This is an optimization exercise on Yosys and OpenROAD, whose aim is small area, not a production implementation. At most, simulation tests tie the RTL to the original design; equivalence was not proved. For run 2, only the layout was checked, not whether the RTL still works. Power is estimated from default activity; no workload was simulated.

`flow/config.mk`:
```
export PLATFORM = sky130hd
export DESIGN_NAME = Cubeware
export DESIGN_NICKNAME = Cubeware
export VERILOG_FILES = /design/flow/design.v
export SDC_FILE = /design/flow/constraint.sdc
export NUM_CORES = 4
export LEC_CHECK = 0
export CAP_MARGIN = 20
export CORE_MARGIN = 2
export CORE_UTILIZATION = 70
export CTS_BUF_LIST = sky130_fd_sc_hd__clkbuf_8
export CTS_CLUSTER_DIAMETER = 60
export CTS_CLUSTER_SIZE = 16
export PLACE_DENSITY = 0.8
export SLEW_MARGIN = 20
```
`flow/constraint.sdc`:
```
create_clock -name core_clock -period 10.0 [get_ports {io_clock}]
set_input_delay 2.0000 -clock core_clock [delete_from_list [all_inputs] [get_ports {io_clock}]]
set_output_delay 2.0000 -clock core_clock [all_outputs]
set_load 0.01 [all_outputs]
```
`flow/design.v`:
```
module Cubeware (
    output io_uart_tx,
    input io_uart_rx,
    output io_i2cs_i0_sda_o,
    input io_i2cs_i0_sda_i,
    output io_i2cs_i0_scl_o,
    input io_i2cs_i0_scl_i,
    output io_i2cs_i1_sda_o,
    input io_i2cs_i1_sda_i,
    output io_i2cs_i1_scl_o,
    input io_i2cs_i1_scl_i,
    output io_i2cs_i2_sda_o,
    input io_i2cs_i2_sda_i,
    output io_i2cs_i2_scl_o,
    input io_i2cs_i2_scl_i,
    output io_i2cs_i3_sda_o,
    input io_i2cs_i3_sda_i,
    output io_i2cs_i3_scl_o,
    input io_i2cs_i3_scl_i,
    output io_resetns_i0,
    output io_resetns_i1,
    output io_resetns_i2,
    output io_resetns_i3,
    output [7 : 0] io_layer_mask,
    output [8 : 0] io_ram_read_address,
    input [7 : 0] io_ram_read_data,
    output [8 : 0] io_ram_write_address,
    output io_ram_write_write,
    output [7 : 0] io_ram_write_data,
    input io_clock,
    input io_reset
);
    reg [31:0] csr_period;      
    reg [31:0] csr_thresh;      
    reg [31:0] csr_disp;        
    reg [31:0] csr_delay;       
    reg        csr_enable;      
    reg [7:0]  csr_iref;        
    wire       csr_wen;
    wire [7:0] csr_waddr;
    wire [7:0] csr_wdata;
    wire [31:0] csr_sel;
    genvar gi;
    generate
        for (gi = 0; gi < 32; gi = gi + 1) begin : g_sel
            assign csr_sel[gi] = io_reset || (csr_wen && csr_waddr == gi);
        end
    endgenerate
    always @(posedge io_clock) begin
        if (csr_sel[0])  csr_enable <= io_reset || (|csr_wdata);
        if (csr_sel[1])  csr_iref <= io_reset ? 8'd0 : csr_wdata;
        if (csr_sel[4])  csr_period[7:0]   <= io_reset ? 8'd100 : csr_wdata;
        if (csr_sel[5])  csr_period[15:8]  <= io_reset ? 8'd0 : csr_wdata;
        if (csr_sel[6])  csr_period[23:16] <= io_reset ? 8'd0 : csr_wdata;
        if (csr_sel[7])  csr_period[31:24] <= io_reset ? 8'd0 : csr_wdata;
        if (csr_sel[8])  csr_thresh[7:0]   <= io_reset ? 8'd50 : csr_wdata;
        if (csr_sel[9])  csr_thresh[15:8]  <= io_reset ? 8'd0 : csr_wdata;
        if (csr_sel[10]) csr_thresh[23:16] <= io_reset ? 8'd0 : csr_wdata;
        if (csr_sel[11]) csr_thresh[31:24] <= io_reset ? 8'd0 : csr_wdata;
        if (csr_sel[12]) csr_disp[7:0]     <= io_reset ? 8'h70 : csr_wdata;
        if (csr_sel[13]) csr_disp[15:8]    <= io_reset ? 8'h11 : csr_wdata;
        if (csr_sel[14]) csr_disp[23:16]   <= io_reset ? 8'h01 : csr_wdata;
        if (csr_sel[15]) csr_disp[31:24]   <= io_reset ? 8'h00 : csr_wdata;
        if (csr_sel[16]) csr_delay[7:0]    <= io_reset ? 8'h00 : csr_wdata;
        if (csr_sel[17]) csr_delay[15:8]   <= io_reset ? 8'h10 : csr_wdata;
        if (csr_sel[18]) csr_delay[23:16]  <= io_reset ? 8'h00 : csr_wdata;
        if (csr_sel[19]) csr_delay[31:24]  <= io_reset ? 8'h00 : csr_wdata;
    end
    reg [1:0] rx_state;
    reg [5:0] rx_cnt;
    reg [2:0] rx_bit;
    reg [2:0] rx_enq;
    reg [2:0] rx_deq;
    reg [63:0] rx_fifo;         
    wire rx_avail = rx_enq != rx_deq;
    wire [7:0] rx_data = rx_fifo[rx_deq * 8 +: 8];
    wire rx_dequeue;
    wire rx_s0 = rx_state == 2'd0;
    wire rx_s1 = rx_state == 2'd1;
    wire rx_s2 = rx_state == 2'd2;
    wire rx_s3 = rx_state == 2'd3;
    wire rx_c25 = rx_cnt == 6'd25;
    wire rx_c50 = rx_cnt == 6'd50;
    always @(posedge io_clock) begin
        if (io_reset) begin
            rx_state <= 2'd0;
            rx_enq <= 3'd0;
            rx_deq <= 3'd0;
        end else begin
            if (rx_s0 && !io_uart_rx) rx_state <= 2'd1;
            if (rx_s1) begin
                if (io_uart_rx && rx_cnt < 6'd25) rx_state <= 2'd0;
                if (rx_c50) rx_state <= 2'd2;
            end
            if (rx_s2 && rx_c50 && rx_bit == 3'd7) rx_state <= 2'd3;
            if (rx_s3 && rx_c25) begin
                rx_state <= 2'd0;
                rx_enq <= rx_enq + 3'd1;
            end
            if (rx_dequeue && rx_avail) rx_deq <= rx_deq + 3'd1;
        end
    end
    always @(posedge io_clock) begin
        rx_cnt <= rx_cnt + 6'd1;
        if (rx_s0 || (rx_s1 && rx_c50) || (rx_s2 && rx_c50)) rx_cnt <= 6'd0;
        if (rx_s1 && rx_c50) rx_bit <= 3'd0;
        if (rx_s2 && rx_c50 && rx_bit != 3'd7) rx_bit <= rx_bit + 3'd1;
    end
    generate
        for (gi = 0; gi < 8; gi = gi + 1) begin : g_rx_slot
            always @(posedge io_clock)
                if (rx_s2 && rx_c25 && rx_enq == gi)
                    rx_fifo[gi * 8 +: 8] <= {io_uart_rx, rx_fifo[gi * 8 + 1 +: 7]};
        end
    endgenerate
    reg [1:0] tx_state;
    reg [5:0] tx_cnt;
    reg [2:0] tx_bit;
    reg [3:0] tx_count;
    wire tx_enqueue;
    wire tx_s0 = tx_state == 2'd0;
    wire tx_gt = tx_cnt > 6'd50;
    wire tx_dequeue = tx_s0 && tx_count != 4'd0;
    wire tx_full = tx_count[3];
    wire tx_ready = !tx_full || tx_dequeue;
    wire [7:0] tx_byte = 8'h73;
    always @(posedge io_clock) begin
        if (io_reset) begin
            tx_state <= 2'd0;
            tx_count <= 4'd0;
        end else begin
            case (tx_state)
                2'd0: if (tx_count != 4'd0) tx_state <= 2'd1;
                2'd1: if (tx_gt) tx_state <= 2'd2;
                2'd2: if (tx_gt && tx_bit == 3'd7) tx_state <= 2'd3;
                2'd3: if (tx_gt) tx_state <= 2'd0;
            endcase
            if (!tx_enqueue && tx_dequeue) tx_count <= tx_count - 4'd1;
            if (tx_enqueue && !tx_dequeue && !tx_full) tx_count <= tx_count + 4'd1;
        end
    end
    always @(posedge io_clock) begin
        tx_cnt <= tx_cnt + 6'd1;
        if (tx_s0 || (tx_state != 2'd3 && tx_gt)) tx_cnt <= 6'd0;
        if (tx_s0) tx_bit <= 3'd0;
        if (tx_state == 2'd2 && tx_gt && tx_bit != 3'd7) tx_bit <= tx_bit + 3'd1;
    end
    assign io_uart_tx = (tx_state == 2'd2) ? tx_byte[tx_bit] : (tx_state != 2'd1);
    reg [2:0] cmd_state;
    reg [8:0] cmd_idx;
    reg [7:0] cmd_waddr;
    reg [7:0] cmd_wdata;
    wire cs0 = cmd_state == 3'd0;
    wire cs1 = cmd_state == 3'd1;
    wire cs2 = cmd_state == 3'd2;
    wire cs3 = cmd_state == 3'd3;
    wire cs4 = cmd_state == 3'd4;
    wire cs5 = cmd_state == 3'd5;
    assign rx_dequeue = cs0 || cs1 || cs4;
    assign tx_enqueue = cs5;
    wire csr_user = cs1 && rx_avail && cmd_idx == 9'd2;
    assign csr_wen = cs2 || cs3 || csr_user;
    assign csr_waddr = csr_user ? cmd_waddr : 8'd0;
    assign csr_wdata = csr_user ? cmd_wdata : {7'd0, cs2};
    always @(posedge io_clock) begin
        if (io_reset) begin
            cmd_state <= 3'd0;
        end else begin
            if (cs0 && rx_avail) begin
                if (rx_data == 8'd119) cmd_state <= 3'd1;
                if (rx_data == 8'd101) cmd_state <= 3'd2;
                if (rx_data == 8'd100) cmd_state <= 3'd3;
                if (rx_data == 8'd102) cmd_state <= 3'd4;
            end
            if (csr_user || cs2 || cs3) cmd_state <= 3'd5;
            if (cs4 && rx_avail && cmd_idx == 9'd511) cmd_state <= 3'd5;
            if (cs5 && tx_ready) cmd_state <= 3'd0;
        end
    end
    always @(posedge io_clock) begin
        if (cs0) cmd_idx <= 9'd0;
        if ((cs1 || cs4) && rx_avail) cmd_idx <= cmd_idx + 9'd1;
        if (cs1 && rx_avail && cmd_idx == 9'd0) cmd_waddr <= rx_data;
        if (cs1 && rx_avail && cmd_idx == 9'd1) cmd_wdata <= rx_data;
    end
    assign io_ram_write_write = cs4 && rx_avail;
    assign io_ram_write_address = cmd_idx;
    assign io_ram_write_data = rx_data;
    reg [1:0] tlc_state;        
    reg [6:0] tlc_rc;
    wire tlc_s0 = tlc_state == 2'd0;
    wire tlc_s1 = tlc_state == 2'd1;
    wire tlc_s3 = tlc_state == 2'd3;
    wire tlc_gt50 = tlc_rc > 7'd50;
    wire i2c_reset = tlc_s0 ? !tlc_gt50 : io_reset;
    reg [2:0]  i2c_state;       
    reg [31:0] i2c_cnt;
    reg [4:0]  i2c_dc;
    reg [2:0]  i2c_beat;
    reg [2:0]  i2c_kind;
    reg [7:0]  i2c_iref;
    wire i2c_pulse = i2c_cnt >= csr_thresh;
    wire i2c_beat_done = i2c_cnt >= csr_period;
    wire i2c_s0 = i2c_state == 3'd0;
    wire i2c_s1 = i2c_state == 3'd1;
    wire i2c_s2 = i2c_state == 3'd2;
    wire i2c_s3 = i2c_state == 3'd3;
    wire i2c_s5 = i2c_state == 3'd5;
    wire i2c_ready = i2c_s0 && i2c_pulse;
    reg [3:0]  rf_state;
    reg [31:0] rf_cnt;
    reg [2:0]  rf_layer;
    reg        rd_done;
    reg [6:0]  rd_cnt;
    reg [2:0]  rd_base;
    reg        rd_capture;
    wire tlcs_ready = tlc_s3 && i2c_ready;
    localparam R_IDLE = 4'd0, R_SWRST = 4'd1, R_MODE = 4'd2, R_M2 = 4'd3,
               R_IREF = 4'd4, R_OSC = 4'd5, R_PWM = 4'd6, R_LEDON = 4'd7,
               R_DISP = 4'd8, R_LEDOF = 4'd9, R_MODE2 = 4'd10, R_BLANK = 4'd11,
               R_NEXT = 4'd12;
    wire rf_s0  = rf_state == R_IDLE;
    wire rf_s1  = rf_state == R_SWRST;
    wire rf_s2  = rf_state == R_MODE;
    wire rf_s3  = rf_state == R_M2;
    wire rf_s4  = rf_state == R_IREF;
    wire rf_s6  = rf_state == R_OSC;
    wire rf_s7  = rf_state == R_PWM;
    wire rf_s8  = rf_state == R_LEDON;
    wire rf_s9  = rf_state == R_DISP;
    wire rf_s11 = rf_state == R_LEDOF;
    wire rf_s10 = rf_state == R_MODE2;
    wire rf_s12 = rf_state == R_BLANK;
    wire rf_s13 = rf_state == R_NEXT;
    wire op_valid = rf_s2 || rf_s3 || rf_s4 || (rf_s6 && rd_done) || rf_s7 ||
                    rf_s8 || rf_s10 || rf_s11;
    wire accept = i2c_ready && (tlc_s1 || (tlc_s3 && op_valid));
    localparam K_SWRST = 3'd0;   
    localparam K_MODE  = 3'd1;   
    localparam K_M2    = 3'd2;   
    localparam K_IREF  = 3'd3;   
    localparam K_OSC   = 3'd4;   
    localparam K_PWM   = 3'd5;   
    localparam K_LEDON = 3'd6;   
    localparam K_LEDOF = 3'd7;   
    reg [2:0] next_kind;
    always @(*) begin
        next_kind = K_SWRST;
        if (!tlc_s1) begin
            case (rf_state)
                R_MODE, R_MODE2: next_kind = K_MODE;
                R_M2: next_kind = K_M2;
                R_IREF: next_kind = K_IREF;
                R_OSC: next_kind = K_OSC;
                R_PWM: next_kind = K_PWM;
                R_LEDON: next_kind = K_LEDON;
                default: next_kind = K_LEDOF;
            endcase
        end
    end
    wire kind_pwm = i2c_kind == K_PWM;
    wire [4:0] last_dc = kind_pwm ? 5'd17 : (i2c_kind[2:1] == 2'b11) ? 5'd5 : 5'd2;
    wire i2c_last = i2c_dc == last_dc;
    always @(posedge io_clock) begin
        if (io_reset) begin
            tlc_state <= 2'd0;
            tlc_rc <= 7'd0;
        end else begin
            if (tlc_s0) begin
                tlc_rc <= tlc_rc + 7'd1;
                if (tlc_rc > 7'd100) begin
                    tlc_state <= 2'd1;
                    tlc_rc <= 7'd0;
                end
            end
            if (tlc_s1 && i2c_ready) tlc_state <= 2'd3;
            if (tlc_s3 && rf_s1 && i2c_ready) tlc_state <= 2'd1;
        end
    end
    wire resetn = tlc_s0 ? tlc_gt50 : 1'b1;
    always @(posedge io_clock) begin
        if (i2c_reset) begin
            i2c_state <= 3'd0;
            i2c_cnt <= 32'd0;
        end else begin
            i2c_cnt <= i2c_cnt + 32'd1;
            case (i2c_state)
                3'd0: if (accept) begin
                    i2c_state <= 3'd1;
                    i2c_cnt <= 32'd0;
                end
                3'd1: if (i2c_pulse) begin
                    i2c_state <= 3'd2;
                    i2c_cnt <= 32'd0;
                end
                3'd2: if (i2c_beat_done) begin
                    if (i2c_beat == 3'd7) i2c_state <= 3'd3;
                    i2c_cnt <= 32'd0;
                end
                3'd3: if (i2c_beat_done) begin
                    i2c_state <= i2c_last ? 3'd5 : 3'd2;
                    i2c_cnt <= 32'd0;
                end
                3'd5: if (i2c_beat_done) begin
                    i2c_state <= 3'd0;
                    i2c_cnt <= 32'd0;
                end
                default: ;
            endcase
        end
    end
    always @(posedge io_clock) begin
        if (accept) begin
            i2c_dc <= 5'd0;
            i2c_beat <= 3'd0;
            i2c_kind <= next_kind;
            i2c_iref <= csr_iref;
        end
        if (i2c_s2 && i2c_beat_done) i2c_beat <= i2c_beat + 3'd1;
        if (i2c_s3 && i2c_beat_done && !i2c_last) i2c_dc <= i2c_dc + 5'd1;
    end
    reg [7:0] pkt_byte;
    always @(*) begin
        if (i2c_dc == 5'd0)
            pkt_byte = (i2c_kind == K_SWRST) ? 8'hD6 : 8'hD0;
        else if (i2c_dc == 5'd1) begin
            case (i2c_kind)
                K_SWRST: pkt_byte = 8'hA5;
                K_M2:    pkt_byte = 8'h81;
                K_IREF:  pkt_byte = 8'h9C;
                K_PWM:   pkt_byte = 8'h82;
                K_LEDON, K_LEDOF: pkt_byte = 8'h94;
                default: pkt_byte = 8'h80;
            endcase
        end else begin
            case (i2c_kind)
                K_SWRST: pkt_byte = 8'h5A;
                K_MODE:  pkt_byte = 8'h11;
                K_IREF:  pkt_byte = i2c_iref;
                K_OSC:   pkt_byte = 8'h01;
                K_LEDON: pkt_byte = 8'hAA;
                default: pkt_byte = 8'h00;
            endcase
        end
    end
    wire pwm_payload = kind_pwm && (i2c_dc[4:1] != 4'd0);
    reg [127:0] ring0, ring1, ring2, ring3;    
    reg [3:0]   ring_ph;
    wire [5:0]  cap_idx = rd_cnt[5:0] - 6'd1;
    wire [3:0]  ring_we;
    assign ring_we[0] = rd_capture && cap_idx[5:4] == 2'd0;
    assign ring_we[1] = rd_capture && cap_idx[5:4] == 2'd1;
    assign ring_we[2] = rd_capture && cap_idx[5:4] == 2'd2;
    assign ring_we[3] = rd_capture && cap_idx[5:4] == 2'd3;
    always @(posedge io_clock) begin
        ring0 <= {ring_we[0] ? io_ram_read_data : ring0[7:0], ring0[127:8]};
        ring1 <= {ring_we[1] ? io_ram_read_data : ring1[7:0], ring1[127:8]};
        ring2 <= {ring_we[2] ? io_ram_read_data : ring2[7:0], ring2[127:8]};
        ring3 <= {ring_we[3] ? io_ram_read_data : ring3[7:0], ring3[127:8]};
        ring_ph <= (rd_capture && cap_idx == 6'd0) ? 4'd0 : ring_ph + 4'd1;
    end
    wire [3:0] fetch_d = ring_ph - i2c_dc[3:0];
    wire fetch = fetch_d[2:0] == 3'd6;
    wire fetch_slot0 = fetch_d[3];
    reg [7:0] pwm_next0, pwm_next1, pwm_next2, pwm_next3;
    reg [7:0] pwm_cur0, pwm_cur1, pwm_cur2, pwm_cur3;
    always @(posedge io_clock) begin
        if (fetch) begin
            pwm_next0 <= fetch_slot0 ? ring0[7:0] : ring0[71:64];
            pwm_next1 <= fetch_slot0 ? ring1[7:0] : ring1[71:64];
            pwm_next2 <= fetch_slot0 ? ring2[7:0] : ring2[71:64];
            pwm_next3 <= fetch_slot0 ? ring3[7:0] : ring3[71:64];
        end
        if (i2c_s3 && i2c_beat_done) begin
            pwm_cur0 <= pwm_next0;
            pwm_cur1 <= pwm_next1;
            pwm_cur2 <= pwm_next2;
            pwm_cur3 <= pwm_next3;
        end
    end
    wire [2:0] bitsel = 3'd7 - i2c_beat;
    wire shared_bit = pkt_byte[bitsel];
    wire [3:0] pwm_bit;
    assign pwm_bit[0] = pwm_cur0[bitsel];
    assign pwm_bit[1] = pwm_cur1[bitsel];
    assign pwm_bit[2] = pwm_cur2[bitsel];
    assign pwm_bit[3] = pwm_cur3[bitsel];
    wire [3:0] sda;
    assign sda = i2c_s2 ? (pwm_payload ? pwm_bit : {4{shared_bit}})
                        : {4{!(i2c_s1 || i2c_s5)}};
    wire scl = (i2c_s2 || i2c_s3 || i2c_s5) ? i2c_pulse : 1'b1;
    assign io_i2cs_i0_sda_o = sda[0];
    assign io_i2cs_i1_sda_o = sda[1];
    assign io_i2cs_i2_sda_o = sda[2];
    assign io_i2cs_i3_sda_o = sda[3];
    assign io_i2cs_i0_scl_o = scl;
    assign io_i2cs_i1_scl_o = scl;
    assign io_i2cs_i2_scl_o = scl;
    assign io_i2cs_i3_scl_o = scl;
    assign io_resetns_i0 = resetn;
    assign io_resetns_i1 = resetn;
    assign io_resetns_i2 = resetn;
    assign io_resetns_i3 = resetn;
    wire rf_gt = rf_cnt > (rf_s9 ? csr_disp : csr_delay);
    wire rd_start = (rf_s0 && csr_enable) || (rf_s8 && tlcs_ready);
    reg rf_adv;
    always @(*) begin
        case (rf_state)
            R_IDLE: rf_adv = csr_enable;
            R_OSC: rf_adv = tlcs_ready && rd_done;
            R_DISP, R_BLANK: rf_adv = rf_gt;
            default: rf_adv = tlcs_ready;
        endcase
    end
    always @(posedge io_clock) begin
        if (io_reset) begin
            rf_state <= R_IDLE;
            rf_layer <= 3'd0;
        end else begin
            if (rf_s13) rf_state <= csr_enable ? R_SWRST : R_IDLE;
            else if (rf_adv) rf_state <= rf_state + 4'd1;
            if (rf_s0 && csr_enable) rf_layer <= 3'd0;
            if (rf_s7 && tlcs_ready) rf_layer <= rf_layer + 3'd1;
        end
    end
    always @(posedge io_clock) begin
        rf_cnt <= ((rf_s9 || rf_s12) && !rf_gt) ? rf_cnt + 32'd1 : 32'd0;
    end
    wire mask_on = rf_state != R_IDLE && rf_state <= R_DISP;
    wire [2:0] mask_layer = (rf_s8 || rf_s9) ? rf_layer - 3'd1 : rf_layer;
    assign io_layer_mask = mask_on ? (8'd1 << mask_layer) : 8'd0;
    always @(posedge io_clock) begin
        if (io_reset) begin
            rd_done <= 1'b1;
            rd_cnt <= 7'd0;
            rd_base <= 3'd0;
            rd_capture <= 1'b0;
        end else begin
            if (rd_start) begin
                rd_done <= 1'b0;
                rd_cnt <= 7'd0;
                rd_base <= rf_layer;
            end
            if (!rd_done) begin
                rd_cnt <= rd_cnt + 7'd1;
                if (rd_cnt == 7'd64) rd_done <= 1'b1;
            end
            rd_capture <= !rd_done && !rd_cnt[6];
        end
    end
    assign io_ram_read_address = {rd_base + {2'd0, rd_cnt[6]}, rd_cnt[5:0]};
endmodule
```
`flow/run.sh`:
```
#!/bin/bash
# synth_recipe.tcl (not shown) runs the flow's synth.tcl, then flattens the netlist and writes it again
# the make line also repeats each setting of config.mk as NAME=value (left out here)
make -C /OpenROAD-flow-scripts/flow DESIGN_CONFIG=/design/flow/config.mk WORK_HOME=/design/flow/orfs CLKGATE_MAP_FILE= SYNTH_SCRIPT=/design/flow/synth_recipe.tcl finish
```
==> results of run 1 <==
stage by stage:
stage / setup WS [ps] / utilization
2_1_floorplan: 5580 / -
3_3_place_gp: 4570 / 0.732
3_5_place_dp: 4450 / 0.732
4_1_cts: 3700 / 0.759
5_1_grt: 3440 / 0.759
6_report: 3730 / 0.759
sequential cells by signal, summed over array words and instances, names as in the netlist, 9 cells and up:
signal,flops
csr_delay,32
ring2,128
csr_period,32
csr_thresh,32
ring0,128
ring3,128
csr_disp,32
rx_fifo,64
rf_cnt,32
i2c_cnt,32
cmd_idx,9
ring1,128
layer usage:
| metal | global-route usage | vias up |
|---|---|---|
| met5 | 0 | - |
| met1 | 0.329 | 8433 |
| met4 | 0.0635 | 0 |
| met3 | 0.0403 | 98 |
| met2 | 0.402 | 431 |
| li1 | - | 8354 |
kinds of logic after synthesis:
kind of cell,after synthesis,synth area share
multiplexers,143,0.0569
buffers and inverters,189,0.0237
adder cells (fa/ha/maj),154,0.0605
AO/OA/AOI/OAI,236,0.0508
AND/OR/NAND/NOR,559,0.0853
XOR/XNOR,103,0.0281
flip-flops,955,0.695
Yosys cell counts (45+ instances only):
| cell type | count | area share |
|---|---|---|
| mux2i_1 | 45 | 0.014 |
| nor2_1 | 184 | 0.022 |
| xnor2_1 | 48 | 0.013 |
| nand2_1 | 104 | 0.012 |
| inv_1 | 121 | 0.014 |
| xor2_1 | 55 | 0.015 |
| mux2_2 | 73 | 0.026 |
| dfxtp_1 | 640 | 0.40 |
| ha_1 | 151 | 0.059 |
| clkbuf_1 | 46 | 0.0054 |
| nand3_1 | 61 | 0.0095 |
| edfxtp_1 | 315 | 0.30 |
| a21oi_1 | 74 | 0.012 |
cell usage in the layout (no fill, tap or decap), drive strengths merged, types with 48 or more instances in the layout:
| master | n |
|---|---|
| nor2 | 184 |
| nand2 | 104 |
| xor2 | 55 |
| clkdlybuf4s50 | 57 |
| mux2 | 74 |
| nand3 | 61 |
| a21oi | 74 |
| edfxtp | 315 |
| ha | 151 |
| inv | 162 |
| xnor2 | 48 |
| clkbuf | 71 |
| dfxtp | 640 |
worst max-delay path: stages (launching register included):
cell and delay [ps]:
dfxtp_1 420, inv_1 100, ha_1 310, nor2b_1 210
nand2_2 820, o21ai_0 450, nand2_1 270, xor2_1 210
nand2_1 110, nor2_1 130, clkdlybuf4s50_1 560
power by group through the flow:
stage	logic [W]	clock network [W]	registers, W
finish	0.000541	0.00185	0.00430
global route	0.000593	0.00203	0.00432
CTS	0.000546	0.00190	0.00430
detailed placement	0.000544	0	0.00439
floorplan	0.000391	0	0.00436
global placement	0.000521	0	0.00437
final cells by class:
class                   count  area [um^2]  area share
flip-flops and latches    955        22300       0.648
clock inverters            49          256     0.00746
clock buffers              71          977      0.0284
multi-input cells        1195         9040       0.263
well taps                 600          751      0.0218
repair buffers             65          628      0.0183
inverters                 121          454      0.0132
final timing paths:
check                           to
setup reg to reg       rf_state[2]
hold / removal           ring2[27]
setup / recovery  io_layer_mask[3]
hold reg to reg          ring2[27]
==> metrics.cfg, run 1 <==
[run_status]
status = complete, no violations

[global_route]
grt.total_usage = 0.240
grt_pass1_wl_um = 89600
antenna_found_initial = 0
grt_overflow = 0
grt_pass1_vias = 17300
grt_max_degree = 66

[layout]
num-fill-cells = 2792
finalNetCount = 2580
final_area_um2 = 34400
drive_above_1_share = 0.0879
finalNonFillerCells = 3056
diodes = 0
syn_to_final_growth_pct = 7.23

[clock_network]
hold_buffers = 0
clock_sinks = 955
htree_levels = 3
ctsResizeCount = 0
worstSkewPairLatency_ps = 670
clkSlewWorstSetupHoldPaths_ps = 100
cts_setup_buffers = 0
cts-root-buf = clkbuf_8
cts_made_buffers = 70
cts_tree = done
cts_max_path_buffers = 3

[synthesis]
synth_edf_count = 315
synth_cell_type_count = 77
ys_seq_area_frac = 0.695
syn_inst = 2339
ys_warn_count = 1
synth_area_um2 = 32100
avgSynthCellArea_um2 = 13.7
ys_async_sr_fraction = 0
synth_nets = 2511
synthFlopType = dfxtp_1
ys_ff_latch = 955

[critical_path]
r2r_cells = 14
crit_start = rf_state[0]
cp_data_required_time_ps = 8000
path_class = register to output pin
cp_max_fo = 34
r2r-start = rf_state[0]
cp-start-kind = register
critPathCaptureType = output pin
cp.arrival_ps = 4270
rrSetupSlack_ps = 5060

[power_and_ir_drop]
ir_worst_vdd_v = 0.000214
p_leak_nw = 13.7
clkPwrFrac = 0.276
power_density_nw_per_um2 = 195
p_sw_w = 0.00154
pwr-share-seq = 0.643
p_sw_frac = 0.230
cell_internal_pwr_w = 0.00515
combPwrFrac = 0.081
finalPower_w = 0.00669

[sta]
fin_skew_ps = 29.4
rsz0062_at_grt = false
period_share = 0.627
drv_slew = 0
max_freq_ghz = 0.160
hold_slack_ps = 317
fin_crit_ps = 6270
final-setup-viol-count = 0
slew-limit-headroom = 0.263
tns_ps = 0
tightest_slew_ps = 1100
final_hold_viol_count = 0

[routing]
drc = 0
ant_nets = 0
drt-vias-per-instance = 5.67
wl_um = 55300
wl_met1_um = 24700
highest_layer = met4
routed-via-count = 17300
wl_met2_um = 26800
dr.pass1.iters = 5
drtIter0Drc = 1338
route.met3.wl_um = 2650
wl_per_cell_um = 18.1

[placement]
dp_hpwl_um = 38300
numPortBuffers = 58
postPlaceCellArea_um2 = 33100
dpl.cell_count = 2936
gp_congestion = 0.867

[worst_hold_path]
hold_class = register to register
whs_path_depth = 0
holdCritStartpoint = ring2[35]

[die]
coreArea_um2 = 45300
rows = 78
die_x_um = 218
die_area_um2 = 47500
io_pins = 67
start_util = 0.708
die_h_um = 218

[run]
cap_violations = 0

==> inputs of run 2 (changes only) <==
--- a/flow/design.v
+++ b/flow/design.v
@@ -37,12 +37,12 @@
     reg        csr_enable;      
     reg [7:0]  csr_iref;        
     wire       csr_wen;
-    wire [7:0] csr_waddr;
+    wire [4:0] csr_waddr;       
     wire [7:0] csr_wdata;
-    wire [31:0] csr_sel;
+    wire [19:0] csr_sel;
     genvar gi;
     generate
-        for (gi = 0; gi < 32; gi = gi + 1) begin : g_sel
+        for (gi = 0; gi < 20; gi = gi + 1) begin : g_sel
             assign csr_sel[gi] = io_reset || (csr_wen && csr_waddr == gi);
         end
     endgenerate
@@ -148,7 +148,7 @@
     assign io_uart_tx = (tx_state == 2'd2) ? tx_byte[tx_bit] : (tx_state != 2'd1);
     reg [2:0] cmd_state;
     reg [8:0] cmd_idx;
-    reg [7:0] cmd_waddr;
+    reg [4:0] cmd_waddr;
     reg [7:0] cmd_wdata;
     wire cs0 = cmd_state == 3'd0;
     wire cs1 = cmd_state == 3'd1;
@@ -160,7 +160,7 @@
     assign tx_enqueue = cs5;
     wire csr_user = cs1 && rx_avail && cmd_idx == 9'd2;
     assign csr_wen = cs2 || cs3 || csr_user;
-    assign csr_waddr = csr_user ? cmd_waddr : 8'd0;
+    assign csr_waddr = csr_user ? cmd_waddr : 5'd0;
     assign csr_wdata = csr_user ? cmd_wdata : {7'd0, cs2};
     always @(posedge io_clock) begin
         if (io_reset) begin
@@ -180,7 +180,7 @@
     always @(posedge io_clock) begin
         if (cs0) cmd_idx <= 9'd0;
         if ((cs1 || cs4) && rx_avail) cmd_idx <= cmd_idx + 9'd1;
-        if (cs1 && rx_avail && cmd_idx == 9'd0) cmd_waddr <= rx_data;
+        if (cs1 && rx_avail && cmd_idx == 9'd0) cmd_waddr <= rx_data[4:0] | {5{|rx_data[7:5]}};
         if (cs1 && rx_avail && cmd_idx == 9'd1) cmd_wdata <= rx_data;
     end
     assign io_ram_write_write = cs4 && rx_avail;
@@ -198,7 +198,8 @@
     reg [4:0]  i2c_dc;
     reg [2:0]  i2c_beat;
     reg [2:0]  i2c_kind;
-    reg [7:0]  i2c_iref;
+    reg [7:0]  pwm_next0, pwm_next1, pwm_next2, pwm_next3;   
+    reg [7:0]  pwm_cur0, pwm_cur1, pwm_cur2, pwm_cur3;       
     wire i2c_pulse = i2c_cnt >= csr_thresh;
     wire i2c_beat_done = i2c_cnt >= csr_period;
     wire i2c_s0 = i2c_state == 3'd0;
@@ -314,7 +315,6 @@
             i2c_dc <= 5'd0;
             i2c_beat <= 3'd0;
             i2c_kind <= next_kind;
-            i2c_iref <= csr_iref;
         end
         if (i2c_s2 && i2c_beat_done) i2c_beat <= i2c_beat + 3'd1;
         if (i2c_s3 && i2c_beat_done && !i2c_last) i2c_dc <= i2c_dc + 5'd1;
@@ -336,7 +336,7 @@
             case (i2c_kind)
                 K_SWRST: pkt_byte = 8'h5A;
                 K_MODE:  pkt_byte = 8'h11;
-                K_IREF:  pkt_byte = i2c_iref;
+                K_IREF:  pkt_byte = pwm_cur0;    
                 K_OSC:   pkt_byte = 8'h01;
                 K_LEDON: pkt_byte = 8'hAA;
                 default: pkt_byte = 8'h00;
@@ -362,11 +362,10 @@
     wire [3:0] fetch_d = ring_ph - i2c_dc[3:0];
     wire fetch = fetch_d[2:0] == 3'd6;
     wire fetch_slot0 = fetch_d[3];
-    reg [7:0] pwm_next0, pwm_next1, pwm_next2, pwm_next3;
-    reg [7:0] pwm_cur0, pwm_cur1, pwm_cur2, pwm_cur3;
     always @(posedge io_clock) begin
+        if (accept) pwm_next0 <= csr_iref;
+        else if (fetch && kind_pwm) pwm_next0 <= fetch_slot0 ? ring0[7:0] : ring0[71:64];
         if (fetch) begin
-            pwm_next0 <= fetch_slot0 ? ring0[7:0] : ring0[71:64];
             pwm_next1 <= fetch_slot0 ? ring1[7:0] : ring1[71:64];
             pwm_next2 <= fetch_slot0 ? ring2[7:0] : ring2[71:64];
             pwm_next3 <= fetch_slot0 ? ring3[7:0] : ring3[71:64];
==> flow/flow/run.sh (new file) <==
#!/bin/bash
# Own flow: the standard layout, unchanged except that the port buffers
# buffer_ports inserts are the smallest buffer (buf_1) instead of the
# clkdlybuf4s50_1 it picks by default. Every port still gets its buffer.
set -euo pipefail
bash standard.sh "BUFFER_PORTS_ARGS=-buffer_cell sky130_fd_sc_hd__buf_1" finish 2>&1 | tee standard_flow.log
==> flow/standard.sh (new file) <==
#!/bin/bash
# synth_recipe.tcl (not shown) runs the flow's synth.tcl, then flattens the netlist and writes it again
# the make line also repeats each setting of config.mk as NAME=value (left out here)
make -C /OpenROAD-flow-scripts/flow DESIGN_CONFIG=/design/flow/config.mk WORK_HOME=/design/flow/orfs CLKGATE_MAP_FILE= SYNTH_SCRIPT=/design/flow/synth_recipe.tcl "${@:-finish}"
removed: flow/run.sh
==> run 2 against run 1 <==
Critical endpoint is now io_i2cs_i0_sda_o. Final area down 1.2%. First-iteration DRC count rose by 8.4%. Critical path type unchanged. Non-clock buffer count is 6 higher. Sequential cell count fell by 11. Worst hold slack worse by 16 ps. Worst setup slack better by 390 ps. Clock skew is 4.7 ps higher. Still clean. Register-to-register slack gained 170 ps. Synthesized cell count increased by 2.4%.
==> metrics.cfg, run 2 <==
[layout]
num-fill-cells = 2755
final_cell_mix = dfxtp_1, edfxtp_1, nor2_1
drive_above_1_share = 0.0854
final_common_cell = dfxtp_1
final_util = 0.752
seqCellArea_um2 = 21900
multi_input_area_um2 = 9260
finalNetCount = 2636
syn_to_final_growth_pct = 6.24
final_area_um2 = 34000

[sta]
final_hold_viol_count = 0
tightest_slew_ps = 1050
drv_slew = 0
rsz0062_at_grt = false
final-setup-viol-count = 0
slew-limit-headroom = 0.295
fin_crit_ps = 5870
max_freq_ghz = 0.170
tns_ps = 0
period_share = 0.587
hold_slack_ps = 302
fin_skew_ps = 34.1

[routing]
routed-via-count = 17700
wl_met1_um = 25400
drt-vias-per-instance = 5.69
drc = 0
dr.pass1.iters = 5
route.met3.wl_um = 3520
wl_met2_um = 27400
drtIter0Drc = 1451
ant_nets = 0
wl_um = 58200
wl_per_cell_um = 18.7
highest_layer = met4

[placement]
numPortBuffers = 58
postPlaceCellArea_um2 = 32700
dp_hpwl_um = 40200
gp_congestion = 0.872

[run]
cap_violations = 0

[global_route]
grt_max_degree = 41
grt.total_usage = 0.253
grt_overflow = 0
antenna_found_initial = 0
grt_pass1_wl_um = 92700
grt_pass1_vias = 17600

[critical_path]
path_buf_inv = 2
crit_start = i2c_dc[1]
cp_data_required_time_ps = 8000
cp_max_fo = 7
slowest_stage = a2111oi_2
path_cells = inv_1 > ha_1 > nor4b_2 > o31ai_1 > a311o_1 > a21oi_1 > o22ai_1 > a2111oi_2 > nor2_1 > buf_1
rrSetupSlack_ps = 5230
cp-start-kind = register
max_stage_delay_ps = 640
r2r-start = rf_state[0]
cp.arrival_ps = 3870
r2r_cells = 13
crit_family = compound AO/OA/AOI/OAI gates
path_class = register to output pin
reg2reg_to = rf_cnt[7]
cp_num_cells = 10
critPathCaptureType = output pin

[synthesis]
ys_async_sr_fraction = 0
synth_cell_type_count = 81
ys_warn_count = 1
synth_area_leaders = dfxtp_1, edfxtp_1, ha_1, nor2_1, mux2_2
synth_nets = 2566
ys_seq_area_frac = 0.686
yosys-top-cells-count = dfxtp_1, edfxtp_1, nor2_1
synth_area_um2 = 32000
ys_ff_latch = 944
synth_most_common_cell = dfxtp_1
yosys.area.top_type = dfxtp_1
avgSynthCellArea_um2 = 13.4
synth_edf_count = 304
synthFlopType = dfxtp_1
synth_top_area_frac = 0.401
syn_inst = 2394

[worst_hold_path]
whs_path_depth = 0
hold_class = register to register
whs_endpoint = ring2[73]
holdCritStartpoint = ring2[81]

[power_and_ir_drop]
ir_worst_vdd_v = 0.000190
p_leak_nw = 13.5
power_density_nw_per_um2 = 198
finalPower_w = 0.00674

[die]
rows = 78
die_h_um = 218
die_x_um = 218
coreArea_um2 = 45200
io_pins = 67
die_area_um2 = 47400
start_util = 0.707

[clock_network]
cts_made_buffers = 71
worstSkewPairLatency_ps = 680
cts-root-buf = clkbuf_8
htree_levels = 3
cts_tree = done
cts_max_path_buffers = 3
cts_setup_buffers = 0
ctsResizeCount = 0
hold_buffers = 0
clkSlewWorstSetupHoldPaths_ps = 120
clock_sinks = 944

[run_status]
status = complete, no violations

-- run 2: cell types whose count changed after synthesis, sizes merged, moves of 9 or more --
cell	change
nand2	+26
nor2	+30
edfxtp	-11
a21o	-17
o21ai	+13
mux2i	+10
mux2	-9
-- run 2: kinds of logic (layout without fill, tap and decap cells) --
logic type | Yosys count | count (layout) | share of synthesized area
buf+inv | 190 | 301 | 0.0248
simple gates | 626 | 626 | 0.0956
compound gates | 231 | 231 | 0.0467
other cells | 0 | 1 | 0
flops | 944 | 944 | 0.686
mux | 144 | 144 | 0.0570
fa+ha+maj | 153 | 153 | 0.0604
xor+xnor | 106 | 106 | 0.0290
-- run 2: final cells by class --
class | count | share of cell area
Clock buffer | 74 | 0.0300
Antenna cell | 1 | 0.0000737
Clock inverter | 40 | 0.00700
Multi-Input combinational cell | 1260 | 0.273
Tap cell | 600 | 0.0221
Timing Repair Buffer | 71 | 0.00932
Inverter | 116 | 0.0128
Sequential cell | 944 | 0.646
-- run 2: report_power, final --
part | leakage (nW) | switching [W] | internal (W)
clock network | 0.752 | 0.00117 | 0.000729
registers | 8.16 | 0.000101 | 0.00423
logic | 4.55 | 0.000307 | 0.000203
-- run 2: stage by stage --
stage               setup WS (ps)  cells
global route                 3900   3105
finish                       4130   3106
CTS                          4150   3105
floorplan                    5530   2394
detailed placement           4920   2991
global placement             5000   2991
-- run 2: worst register-to-register path, delay by kind of cell, from the launching register on --
kind,cells,cell delay (ps)
flip-flops,1,430
multiplexers,1,260
buffers and inverters,1,110
AND/OR/NAND/NOR,7,2740
AO/OA/AOI/OAI,2,360
adder cells (fa/ha/maj),2,700
-- run 2: routing by layer --
layer,vias up,track usage
li1,8511,-
met1,8598,0.344
met2,468,0.406
met3,96,0.0487
met4,0,0.0993
met5,-,0
-- run 2: worst max path at each step --
stage                                   to  slack (ps)
final                     io_i2cs_i0_sda_o        4130
after CTS                 io_i2cs_i0_sda_o        4150
after global routing      io_i2cs_i3_sda_o        3900
after detailed placement  io_i2cs_i0_sda_o        4920
after floorplan           io_i2cs_i0_sda_o        5530
after global placement    io_i2cs_i0_sda_o        5000
==> inputs of run 3 (changes only) <==
--- a/flow/design.v
+++ b/flow/design.v
@@ -187,12 +187,11 @@
     assign io_ram_write_address = cmd_idx;
     assign io_ram_write_data = rx_data;
     reg [1:0] tlc_state;        
-    reg [6:0] tlc_rc;
+    reg       tlc_up;           
     wire tlc_s0 = tlc_state == 2'd0;
     wire tlc_s1 = tlc_state == 2'd1;
     wire tlc_s3 = tlc_state == 2'd3;
-    wire tlc_gt50 = tlc_rc > 7'd50;
-    wire i2c_reset = tlc_s0 ? !tlc_gt50 : io_reset;
+    wire tlc_hold = tlc_s0 && !tlc_up;
     reg [2:0]  i2c_state;       
     reg [31:0] i2c_cnt;
     reg [4:0]  i2c_dc;
@@ -265,24 +264,22 @@
     always @(posedge io_clock) begin
         if (io_reset) begin
             tlc_state <= 2'd0;
-            tlc_rc <= 7'd0;
+            tlc_up <= 1'b0;
         end else begin
-            if (tlc_s0) begin
-                tlc_rc <= tlc_rc + 7'd1;
-                if (tlc_rc > 7'd100) begin
-                    tlc_state <= 2'd1;
-                    tlc_rc <= 7'd0;
-                end
-            end
+            if (tlc_hold && i2c_cnt[5:0] == 6'd50) tlc_up <= 1'b1;
+            if (tlc_s0 && tlc_up && i2c_cnt[5:0] == 6'd50) tlc_state <= 2'd1;
             if (tlc_s1 && i2c_ready) tlc_state <= 2'd3;
             if (tlc_s3 && rf_s1 && i2c_ready) tlc_state <= 2'd1;
         end
     end
-    wire resetn = tlc_s0 ? tlc_gt50 : 1'b1;
+    wire resetn = !tlc_hold;
     always @(posedge io_clock) begin
-        if (i2c_reset) begin
+        if (io_reset) begin
             i2c_state <= 3'd0;
             i2c_cnt <= 32'd0;
+        end else if (tlc_hold) begin
+            i2c_state <= 3'd0;
+            i2c_cnt <= (i2c_cnt[5:0] == 6'd50) ? 32'd0 : i2c_cnt + 32'd1;
         end else begin
             i2c_cnt <= i2c_cnt + 32'd1;
             case (i2c_state)
--- a/flow/config.mk
+++ b/flow/config.mk
@@ -9,7 +9,7 @@
 export CORE_MARGIN = 2
 export CORE_UTILIZATION = 70
 export CTS_BUF_LIST = sky130_fd_sc_hd__clkbuf_8
-export CTS_CLUSTER_DIAMETER = 60
-export CTS_CLUSTER_SIZE = 16
+export CTS_CLUSTER_DIAMETER = 50
+export CTS_CLUSTER_SIZE = 14
 export PLACE_DENSITY = 0.8
 export SLEW_MARGIN = 20
==> run 3 against run 2 <==
Still clean on timing, DRC and antenna. Synthesized area fell by 0.69%. Count of clock-buffer cells in the layout rose by 9. Utilization increased by 0.11 points. Critical path depth decreased by 1. Routed wire length increased by 0.81%. Clock power increased by 7%. Worst hold slack improved by 13 ps. Maximum frequency is 1.1% higher. Sequential power down 2%. Die area decreased by 0.68%. Register-to-register slack got worse by 120 ps. Sequential cell count shrank 6. Critical path type unchanged. Critical endpoint is now io_i2cs_i2_sda_o.
==> metrics.cfg, run 3 <==
[run_status]
status = complete, no violations

[synthesis]
yosys-top-cells-count = dfxtp_1, edfxtp_1, nor2_1
synth_edf_count = 304
ys_warn_count = 1
synth_nets = 2512
ys_async_sr_fraction = 0
synth_xor_area_frac = 0.0273
yosys.area_share.simple = 0.0849
synth_area_leaders = dfxtp_1, edfxtp_1, ha_1, mux2_2, nor2_1
synth_compound_area_frac = 0.0527
synth_mux_area_frac = 0.0627
synth_area_um2 = 31700
synth_top_family_by_area = simple AND/OR/NAND/NOR gates
synthFlopType = dfxtp_1
synth_top_area_frac = 0.400
syn_inst = 2341
avgSynthCellArea_um2 = 13.6
ys_seq_area_frac = 0.687
yosys.area_share.adder = 0.0604
yosys.area.top_type = dfxtp_1
ys_ff_latch = 938
synth_most_common_cell = dfxtp_1
synth_cell_type_count = 77

[layout]
multi_input_area_um2 = 9170
final_common_cell = dfxtp_1
finalNetCount = 2592
seqCellArea_um2 = 21800
diodes = 0
final_cell_mix = dfxtp_1, edfxtp_1, nor2_1
syn_to_final_growth_pct = 6.91
drive_above_1_share = 0.0988
num-fill-cells = 2784
finalNonFillerCells = 3070

[global_route]
grt_use_met3 = 0.0415
met2_usage = 0.399
grt_pass1_wl_um = 92600
grtUsageMet1 = 0.360
grt_pass1_vias = 17600
antenna_found_initial = 0
grt.total_usage = 0.253
grt_overflow = 0
busiest_layer = met2
grt_max_degree = 46

[power_and_ir_drop]
p_sw_w = 0.00161
clkPwrFrac = 0.298
power_density_nw_per_um2 = 201
ir_worst_vdd_v = 0.000180
cell_internal_pwr_w = 0.00521
p_sw_frac = 0.236
combPwrFrac = 0.080
p_leak_nw = 13.5
pwr-share-seq = 0.622

[routing]
routed-via-count = 17700
drt-vias-per-instance = 5.77
drc = 0
dr.pass1.iters = 6
wl_per_cell_um = 19.1
drtIter0Drc = 1524
wl_um = 58600
ant_nets = 0

[sta]
fin_skew_ps = 24.4
tightest_slew_ps = 1060
tns_ps = 0
rsz0062_at_grt = false
max_freq_ghz = 0.172
period_share = 0.581
final_hold_viol_count = 0
final-setup-viol-count = 0
fin_crit_ps = 5810
slew-limit-headroom = 0.291
drv_slew = 0

[placement]
numPortBuffers = 58
gp_congestion = 0.832
dp_hpwl_um = 39700
dpl.cell_count = 2939

[clock_network]
clock_sinks = 938
cts-root-buf = clkbuf_8
clkSlewWorstSetupHoldPaths_ps = 100
htree_levels = 3
cts_made_buffers = 80
ctsResizeCount = 0
worstSkewPairLatency_ps = 680
cts_tree = done
cts_max_path_buffers = 3
cts_setup_buffers = 0
hold_buffers = 0

[critical_path]
path_buf_inv = 2
cp_max_fo = 12
cp-start-kind = register
max_stage_delay_ps = 650
crit_family = simple AND/OR/NAND/NOR gates
slowest_stage = or4b_1
critPathCaptureType = output pin
path_class = register to output pin
cp_data_required_time_ps = 8000
path_cells = inv_1 > ha_1 > or4b_1 > o2111ai_1 > a21oi_1 > or3b_1 > o311a_1 > a21oi_1 > buf_1
cp.arrival_ps = 3810
crit_path_frequent_cell = a21oi_1

[die]
start_util = 0.704
io_pins = 67
coreArea_um2 = 45100
rows = 78
die_area_um2 = 47100
die_x_um = 217
die_h_um = 217

[run]
cap_violations = 0

[worst_hold_path]
hold_class = register to register

==> run 3: cells by family after synthesis <==
family / after synthesis
AND/OR/NAND/NOR: 554
flip-flops: 938
AO/OA/AOI/OAI: 252
buffers and inverters: 188
multiplexers: 158
XOR/XNOR: 99
adder cells (fa/ha/maj): 152
==> run 3: final timing paths <==
kind	start	to	slack, ps	depth (start not counted)
worst max-delay path	i2c_dc[1]	io_i2cs_i2_sda_o	4190	9
worst min-delay path	ring0[51]	ring0[43]	310	0
worst max register to register	rf_state[0]	rf_state[3]	5110	13
worst min register to register	ring0[51]	ring0[43]	310	0
==> run 3: area by class of cell <==
class	count	area share
Clock buffer	83	0.0337
Tap cell	600	0.0221
Timing Repair Buffer	70	0.00911
Clock inverter	48	0.00911
Inverter	116	0.0128
Sequential cell	938	0.643
Multi-Input combinational cell	1215	0.270
==> run 3: layer usage <==
layer,part of all wire,up-vias
met2,0.46,552
met4,0.026,0
li1,-,8416
met3,0.057,101
met5,0,-
met1,0.45,8644
==> run 3: metrics by stage <==
step | util | worst slack [ps] | total power (W) | hold slack (ps) | cell area, um^2
2_1_floorplan | - | 5590 | 0.00468 | 310 | 31700
3_3_place_gp | 0.720 | 5070 | 0.00482 | 310 | 32500
3_5_place_dp | 0.720 | 4970 | 0.00486 | 312 | 32500
4_1_cts | 0.753 | 4180 | 0.00686 | 316 | 33900
5_1_grt | 0.753 | 3980 | 0.00706 | 319 | 33900
6_report | 0.753 | 4190 | 0.00682 | 315 | 33900
==> run 3: power groups by stage <==
stage	combinational (W)	clock [W]	sequential [W]
finish	0.000543	0.00203	0.00424
detailed placement	0.000539	0	0.00432
floorplan	0.000396	0	0.00429
global placement	0.000516	0	0.00431
CTS	0.000545	0.00208	0.00424
global route	0.000589	0.00221	0.00426
==> inputs of run 4 (changes only) <==
--- a/flow/config.mk
+++ b/flow/config.mk
@@ -8,8 +8,8 @@
 export CAP_MARGIN = 20
 export CORE_MARGIN = 2
 export CORE_UTILIZATION = 70
-export CTS_BUF_LIST = sky130_fd_sc_hd__clkbuf_8
-export CTS_CLUSTER_DIAMETER = 50
-export CTS_CLUSTER_SIZE = 14
+export CTS_BUF_LIST = sky130_fd_sc_hd__clkbuf_16
+export CTS_CLUSTER_DIAMETER = 100
+export CTS_CLUSTER_SIZE = 30
 export PLACE_DENSITY = 0.8
 export SLEW_MARGIN = 20
==> run 4 against run 3 <==
Critical path depth stayed put. Routed wire length down 0.74%. Clock power down about 10%. Worst hold slack gained 6.2 ps. Synthesized area unchanged. Via count shrank 1.8%. First-iteration DRC count grew 0.59%. Clock skew rose by 13 ps. Final area is 1.0% lower. Largest power group unchanged. Highest routed layer unchanged.
==> metrics.cfg, run 4 <==
[run_status]
status = complete, no violations

[sta]
slew-limit-headroom = 0.286
rsz0062_at_grt = false
period_share = 0.567
fin_crit_ps = 5670
drv_slew = 0
tightest_slew_ps = 1070
hold_slack_ps = 321
max_freq_ghz = 0.176
final_hold_viol_count = 0
tns_ps = 0
final-setup-viol-count = 0
fin_skew_ps = 37.4

[global_route]
grt.total_usage = 0.250
antenna_found_initial = 0
grt_overflow = 0
grt_pass1_wl_um = 91700
grt_max_degree = 46
grt_pass1_vias = 17200

[layout]
num-fill-cells = 2840
final_common_cell = dfxtp_1
syn_to_final_growth_pct = 5.79
finalNetCount = 2549
final_cell_mix = dfxtp_1, edfxtp_1, nor2_1
multi_input_area_um2 = 9170
seqCellArea_um2 = 21800
finalNonFillerCells = 3001
diodes = 0
drive_above_1_share = 0.0787

[critical_path]
cp_max_fo = 12
cp.arrival_ps = 3670
path_class = register to output pin
cp-start-kind = register
cp_data_required_time_ps = 8000
critPathCaptureType = output pin

[placement]
dp_hpwl_um = 39700
numPortBuffers = 58
gp_congestion = 0.832
dpl.cell_count = 2939

[clock_network]
cts_tree = done
clock_sinks = 938
cts-root-buf = clkbuf_16
hold_buffers = 0
htree_levels = 2
worstSkewPairLatency_ps = 600
cts_made_buffers = 37
clkSlewWorstSetupHoldPaths_ps = 120
cts_setup_buffers = 0
ctsResizeCount = 0
cts_max_path_buffers = 3

[die]
die_x_um = 217
coreArea_um2 = 45100
io_pins = 67
die_h_um = 217
die_area_um2 = 47100
rows = 78
start_util = 0.704

[routing]
dr.pass1.iters = 6
wl_um = 58200
routed-via-count = 17400
drtIter0Drc = 1533
ant_nets = 0
wl_per_cell_um = 19.4
drt-vias-per-instance = 5.79
drc = 0

[synthesis]
syn_inst = 2341
synth_top_family_by_area = simple AND/OR/NAND/NOR gates
synth_cell_type_count = 77
synthFlopType = dfxtp_1
synth_mux_area_frac = 0.0627
ys_ff_latch = 938
yosys.area.top_type = dfxtp_1
yosys.area_share.adder = 0.0604
synth_nets = 2512
synth_compound_area_frac = 0.0527
yosys-top-cells-count = dfxtp_1, edfxtp_1, nor2_1
ys_warn_count = 1
synth_area_leaders = dfxtp_1, edfxtp_1, ha_1, mux2_2, nor2_1
synth_area_um2 = 31700
ys_seq_area_frac = 0.687
synth_xor_area_frac = 0.0273
avgSynthCellArea_um2 = 13.6
ys_async_sr_fraction = 0
synth_edf_count = 304
yosys.area_share.simple = 0.0849
synth_top_area_frac = 0.400
synth_most_common_cell = dfxtp_1

[power_and_ir_drop]
p_leak_nw = 13.2
ir_worst_vdd_v = 0.000177
power_density_nw_per_um2 = 197
finalPower_w = 0.00660

[worst_hold_path]
hold_class = register to register

[run]
cap_violations = 0

[run 4: cell count changes in the layout (fill, tap and decap cells not counted), sizes merged]
cell      before  now
clkbuf        84   39
inv          155  138
clkinv         6    2
bufinv         2    0
clkinvlp       1    0
[run 4: area by class of cell]
type	instances	area share
Sequential cell	938	0.650
Multi-Input combinational cell	1215	0.273
Clock buffer	38	0.0283
Tap cell	600	0.0224
Inverter	116	0.0130
Timing Repair Buffer	70	0.00920
Clock inverter	24	0.00432
[run 4: final timing paths]
kind / slack [ps] / cells after the start / start / end
worst max-delay path: 4330 / 9 / i2c_dc[1] / io_i2cs_i2_sda_o
worst min register to register: 320 / 0 / ring0[23] / ring0[15]
worst max register to register: 5120 / 13 / rf_state[0] / rf_state[3]
worst min-delay path: 320 / 0 / ring0[23] / ring0[15]
[run 4: routing by layer]
layer  track usage  vias to the layer above  wire, um
li1              -                     8316         -
met1         0.361                     8483     26500
met2         0.406                      512     27200
met3        0.0361                       79      3310
met4        0.0603                        0      1200
met5             0                        -         0
[run 4: logic make-up (layout without fill, tap and decap cells)]
family	after synthesis	count (layout)
AOI/OAI and AO/OA	252	252
xor gates and xnor gates	99	99
adders and majority gates	152	152
buffers and inverters	188	248
DFF	938	938
muxes	158	158
and+or+nand+nor	554	554
[run 4: worst max-delay path, cell delays in order, from the launching register on]
cell and delay, ps:
edfxtp_1 460, inv_1 220, ha_1 180, or4b_1 650
o2111ai_1 270, a21oi_1 60, or3b_1 380, o311a_1 440
a21oi_1 230, buf_1 180
[run 4: per-stage QoR]
stage / setup WS, ps / area [um^2] / utilization
CTS: 4290 / 33600 / 0.745
global placement: 5070 / 32500 / 0.720
detailed placement: 4970 / 32500 / 0.720
global route: 4050 / 33600 / 0.745
finish: 4330 / 33600 / 0.745
floorplan: 5590 / 31700 / -
[run 4: power breakdown]
| part | leakage (nW) | switching [W] | internal [W] |
|---|---|---|---|
| logic | 4.52 | 0.000322 | 0.000220 |
| registers | 8.10 | 0.0000905 | 0.00415 |
| clock network | 0.608 | 0.00111 | 0.000714 |
| total | 13.2 | 0.00152 | 0.00509 |
==> inputs of run 5 (changes only) <==
--- a/flow/design.v
+++ b/flow/design.v
@@ -30,10 +30,20 @@
     input io_clock,
     input io_reset
 );
-    reg [31:0] csr_period;      
-    reg [31:0] csr_thresh;      
-    reg [31:0] csr_disp;        
-    reg [31:0] csr_delay;       
+    function ge_n(input [31:0] a, input [31:0] bn, input cin);
+        integer i;
+        reg c;
+        begin
+            c = cin;
+            for (i = 0; i < 32; i = i + 1)
+                c = (a[i] & bn[i]) | (a[i] & c) | (bn[i] & c);
+            ge_n = c;
+        end
+    endfunction
+    reg [31:0] csr_period_n;    
+    reg [31:0] csr_thresh_n;    
+    reg [31:0] csr_disp_n;      
+    reg [31:0] csr_delay_n;     
     reg        csr_enable;      
     reg [7:0]  csr_iref;        
     wire       csr_wen;
@@ -49,22 +59,22 @@
     always @(posedge io_clock) begin
         if (csr_sel[0])  csr_enable <= io_reset || (|csr_wdata);
         if (csr_sel[1])  csr_iref <= io_reset ? 8'd0 : csr_wdata;
-        if (csr_sel[4])  csr_period[7:0]   <= io_reset ? 8'd100 : csr_wdata;
-        if (csr_sel[5])  csr_period[15:8]  <= io_reset ? 8'd0 : csr_wdata;
-        if (csr_sel[6])  csr_period[23:16] <= io_reset ? 8'd0 : csr_wdata;
-        if (csr_sel[7])  csr_period[31:24] <= io_reset ? 8'd0 : csr_wdata;
-        if (csr_sel[8])  csr_thresh[7:0]   <= io_reset ? 8'd50 : csr_wdata;
-        if (csr_sel[9])  csr_thresh[15:8]  <= io_reset ? 8'd0 : csr_wdata;
-        if (csr_sel[10]) csr_thresh[23:16] <= io_reset ? 8'd0 : csr_wdata;
-        if (csr_sel[11]) csr_thresh[31:24] <= io_reset ? 8'd0 : csr_wdata;
-        if (csr_sel[12]) csr_disp[7:0]     <= io_reset ? 8'h70 : csr_wdata;
-        if (csr_sel[13]) csr_disp[15:8]    <= io_reset ? 8'h11 : csr_wdata;
-        if (csr_sel[14]) csr_disp[23:16]   <= io_reset ? 8'h01 : csr_wdata;
-        if (csr_sel[15]) csr_disp[31:24]   <= io_reset ? 8'h00 : csr_wdata;
-        if (csr_sel[16]) csr_delay[7:0]    <= io_reset ? 8'h00 : csr_wdata;
-        if (csr_sel[17]) csr_delay[15:8]   <= io_reset ? 8'h10 : csr_wdata;
-        if (csr_sel[18]) csr_delay[23:16]  <= io_reset ? 8'h00 : csr_wdata;
-        if (csr_sel[19]) csr_delay[31:24]  <= io_reset ? 8'h00 : csr_wdata;
+        if (csr_sel[4])  csr_period_n[7:0]   <= ~(io_reset ? 8'd100 : csr_wdata);
+        if (csr_sel[5])  csr_period_n[15:8]  <= ~(io_reset ? 8'd0 : csr_wdata);
+        if (csr_sel[6])  csr_period_n[23:16] <= ~(io_reset ? 8'd0 : csr_wdata);
+        if (csr_sel[7])  csr_period_n[31:24] <= ~(io_reset ? 8'd0 : csr_wdata);
+        if (csr_sel[8])  csr_thresh_n[7:0]   <= ~(io_reset ? 8'd50 : csr_wdata);
+        if (csr_sel[9])  csr_thresh_n[15:8]  <= ~(io_reset ? 8'd0 : csr_wdata);
+        if (csr_sel[10]) csr_thresh_n[23:16] <= ~(io_reset ? 8'd0 : csr_wdata);
+        if (csr_sel[11]) csr_thresh_n[31:24] <= ~(io_reset ? 8'd0 : csr_wdata);
+        if (csr_sel[12]) csr_disp_n[7:0] <= ~(io_reset ? 8'h70 : csr_wdata);
+        if (csr_sel[13]) csr_disp_n[15:8] <= ~(io_reset ? 8'h11 : csr_wdata);
+        if (csr_sel[14]) csr_disp_n[23:16] <= ~(io_reset ? 8'h01 : csr_wdata);
+        if (csr_sel[15]) csr_disp_n[31:24] <= ~(io_reset ? 8'h00 : csr_wdata);
+        if (csr_sel[16]) csr_delay_n[7:0] <= ~(io_reset ? 8'h00 : csr_wdata);
+        if (csr_sel[17]) csr_delay_n[15:8] <= ~(io_reset ? 8'h10 : csr_wdata);
+        if (csr_sel[18]) csr_delay_n[23:16] <= ~(io_reset ? 8'h00 : csr_wdata);
+        if (csr_sel[19]) csr_delay_n[31:24] <= ~(io_reset ? 8'h00 : csr_wdata);
     end
     reg [1:0] rx_state;
     reg [5:0] rx_cnt;
@@ -199,8 +209,8 @@
     reg [2:0]  i2c_kind;
     reg [7:0]  pwm_next0, pwm_next1, pwm_next2, pwm_next3;   
     reg [7:0]  pwm_cur0, pwm_cur1, pwm_cur2, pwm_cur3;       
-    wire i2c_pulse = i2c_cnt >= csr_thresh;
-    wire i2c_beat_done = i2c_cnt >= csr_period;
+    wire i2c_pulse = ge_n(i2c_cnt, csr_thresh_n, 1'b1);
+    wire i2c_beat_done = ge_n(i2c_cnt, csr_period_n, 1'b1);
     wire i2c_s0 = i2c_state == 3'd0;
     wire i2c_s1 = i2c_state == 3'd1;
     wire i2c_s2 = i2c_state == 3'd2;
@@ -397,7 +407,7 @@
     assign io_resetns_i1 = resetn;
     assign io_resetns_i2 = resetn;
     assign io_resetns_i3 = resetn;
-    wire rf_gt = rf_cnt > (rf_s9 ? csr_disp : csr_delay);
+    wire rf_gt = ge_n(rf_cnt, rf_s9 ? csr_disp_n : csr_delay_n, 1'b0);
     wire rd_start = (rf_s0 && csr_enable) || (rf_s8 && tlcs_ready);
     reg rf_adv;
     always @(*) begin
==> run 5 against run 4 <==
Sequential power about the same. Sequential cell count unchanged. Clock power hardly changed. Critical path depth up 2. Utilization is 0.11 points higher. Die area fell by 1.8%. Count of clock-buffer cells in the layout up 1. Global-route usage down 0.068 points. Synthesized cell count down 1.3%. Largest cell class unchanged. Largest power group unchanged.
==> metrics.cfg, run 5 <==
[synthesis]
synth_cell_type_count = 89
synth_area_um2 = 31200
ys_warn_count = 1
synth_area_leaders = dfxtp_1, edfxtp_1, mux2_2, nor2_1, ha_1
synthFlopType = dfxtp_1
synth_nets = 2385
avgSynthCellArea_um2 = 13.5
yosys-top-cells-count = dfxtp_1, edfxtp_1, nor2_1
syn_inst = 2310
ys_ff_latch = 938
ys_async_sr_fraction = 0
synth_top_area_frac = 0.407
ys_seq_area_frac = 0.700
synth_edf_count = 304
yosys.area.top_type = dfxtp_1
synth_most_common_cell = dfxtp_1

[layout]
num-fill-cells = 2759
drive_above_1_share = 0.0872
finalNetCount = 2399
final_common_cell = dfxtp_1
syn_to_final_growth_pct = 5.60
final_cell_mix = dfxtp_1, edfxtp_1, nor2_1
finalNonFillerCells = 2942
diodes = 0

[run_status]
status = complete, no violations

[power_and_ir_drop]
finalPower_w = 0.00657
power_density_nw_per_um2 = 200
ir_worst_vdd_v = 0.000209
p_leak_nw = 12.0

[die]
start_util = 0.706
rows = 77
die_x_um = 215
io_pins = 67
die_area_um2 = 46200
die_h_um = 215
coreArea_um2 = 44100

[clock_network]
cts_tree = done
cts_made_buffers = 37
cts-root-buf = clkbuf_16
worstSkewPairLatency_ps = 600
clkSlewWorstSetupHoldPaths_ps = 110
clock_sinks = 938
htree_levels = 2
cts_max_path_buffers = 3
ctsResizeCount = 0
cts_setup_buffers = 0
hold_buffers = 0

[global_route]
grt_max_degree = 51
grt_pass1_wl_um = 90900
grt_overflow = 0
grt.total_usage = 0.249
antenna_found_initial = 0
grt_pass1_vias = 17200

[routing]
drt-vias-per-instance = 5.87
routed-via-count = 17300
drc = 0
ant_nets = 0
wl_per_cell_um = 19.5
wl_um = 57400
drtIter0Drc = 1353
dr.pass1.iters = 8

[sta]
tightest_slew_ps = 924
max_freq_ghz = 0.177
rsz0062_at_grt = false
fin_crit_ps = 5660
fin_skew_ps = 21.3
slew-limit-headroom = 0.379
final_hold_viol_count = 0
period_share = 0.566
tns_ps = 0
final-setup-viol-count = 0
hold_slack_ps = 326
drv_slew = 0

[placement]
gp_congestion = 0.846
dpl.cell_count = 2877
dp_hpwl_um = 38000
numPortBuffers = 58

[critical_path]
cp_max_fo = 6
path_class = register to output pin
cp-start-kind = register
cp_data_required_time_ps = 8000
critPathCaptureType = output pin
cp.arrival_ps = 3660

[worst_hold_path]
hold_class = register to register

[run]
cap_violations = 0

-- run 5: changes by cell type in the layout (fill, tap and decap cells not counted), moves of 10 or more --
cell and delta:
nor3_2 +31, o22ai_1 +19, a211oi_1 -23, maj3_1 +10
nor3_1 +10, a31oi_1 +12, ha_1 -96, a21o_1 -12
mux2_2 -19, inv_1 -47, nor2_1 +22, nand4_1 -16
-- run 5: power by group --
part	total [W]	leakage, nW	internal, W	switching (W)
clock network	0.00183	0.625	0.000730	0.00110
logic	0.000502	3.65	0.000198	0.000304
registers	0.00424	7.70	0.00415	0.0000869
-- run 5: critical path: stages (launching register included) --
cell and delay, ps:
edfxtp_1 510, nor3_1 420, nand2_1 200, a22o_1 230, a22o_1 180, a22oi_1 130, nor3_1 80, a211o_1 300
a31o_2 230, a211o_1 400, o21a_1 240, buf_1 130
-- run 5: final cells by class --
class	instances	area, um^2	area share
Sequential cell	938	21800	0.663
Multi-Input combinational cell	1209	8660	0.263
Clock buffer	39	976	0.0297
Tap cell	592	741	0.0225
Timing Repair Buffer	71	317	0.00962
Inverter	67	251	0.00764
Clock inverter	26	146	0.00445
-- run 5: worst paths after layout --
kind	from	end	slack [ps]	cells past startpoint
max reg2reg	rf_state[0]	rf_cnt[2]	5160	12
min	ring3[92]	ring3[84]	330	0
max	i2c_dc[2]	io_i2cs_i0_sda_o	4340	11
min reg2reg	ring3[92]	ring3[84]	330	0
-- run 5: per-layer routing --
layer	GRT usage	routed length [um]
met5	0	0
met4	0.0618	1170
met3	0.0371	3140
met2	0.418	27900
met1	0.346	25300
-- run 5: logic make-up after synthesis --
logic type               after synthesis  share of synthesized area
AND/OR/NAND/NOR                      591                     0.0964
AO/OA/AOI/OAI                        311                     0.0681
multiplexers                         140                     0.0579
adder cells (fa/ha/maj)               68                     0.0269
buffers and inverters                163                     0.0228
XOR/XNOR                              99                     0.0278
flip-flops                           938                      0.700
-- run 5: stage by stage --
stage | setup WS, ps | instance area (um^2) | util
after floorplan | 5470 | 31200 | -
after global placement | 5040 | 31800 | 0.720
after detailed placement | 5010 | 31800 | 0.720
after CTS | 4320 | 32900 | 0.746
after global routing | 4000 | 32900 | 0.746
final | 4340 | 32900 | 0.746

[what the ideal ports hide]
No port has a modelled driver above. Below, the same layouts with a new extraction and two added sets of constraints. Step 1: set_driving_cell puts a clkbuf_16 on io_clock and a buf_2 on each other input, an assumption about the parent block. Step 2 moves the port delays by t, midway between the first and last clock arrival at a register: inputs arrive t later, outputs are due t later. That takes back most of the time a late clock gives input paths. a / b / c = ideal ports / drivers / drivers and shift; a / b = the first two.
run	t, ns	setup WS [ns]	clock arrival spread, ns	cell pins on the clock port's net
run 1	0.710	3.731 / 3.679 / 4.389	0.034 / 0.034	1
run 2	0.720	4.125 / 4.074 / 4.794	0.038 / 0.038	1
run 3	0.719	4.189 / 4.137 / 4.856	0.026 / 0.026	1
run 4	0.647	4.328 / 4.272 / 4.919	0.050 / 0.050	1
run 5	0.652	4.344 / 4.284 / 4.936	0.022 / 0.022	1
After both steps every run listed still meets setup and hold.
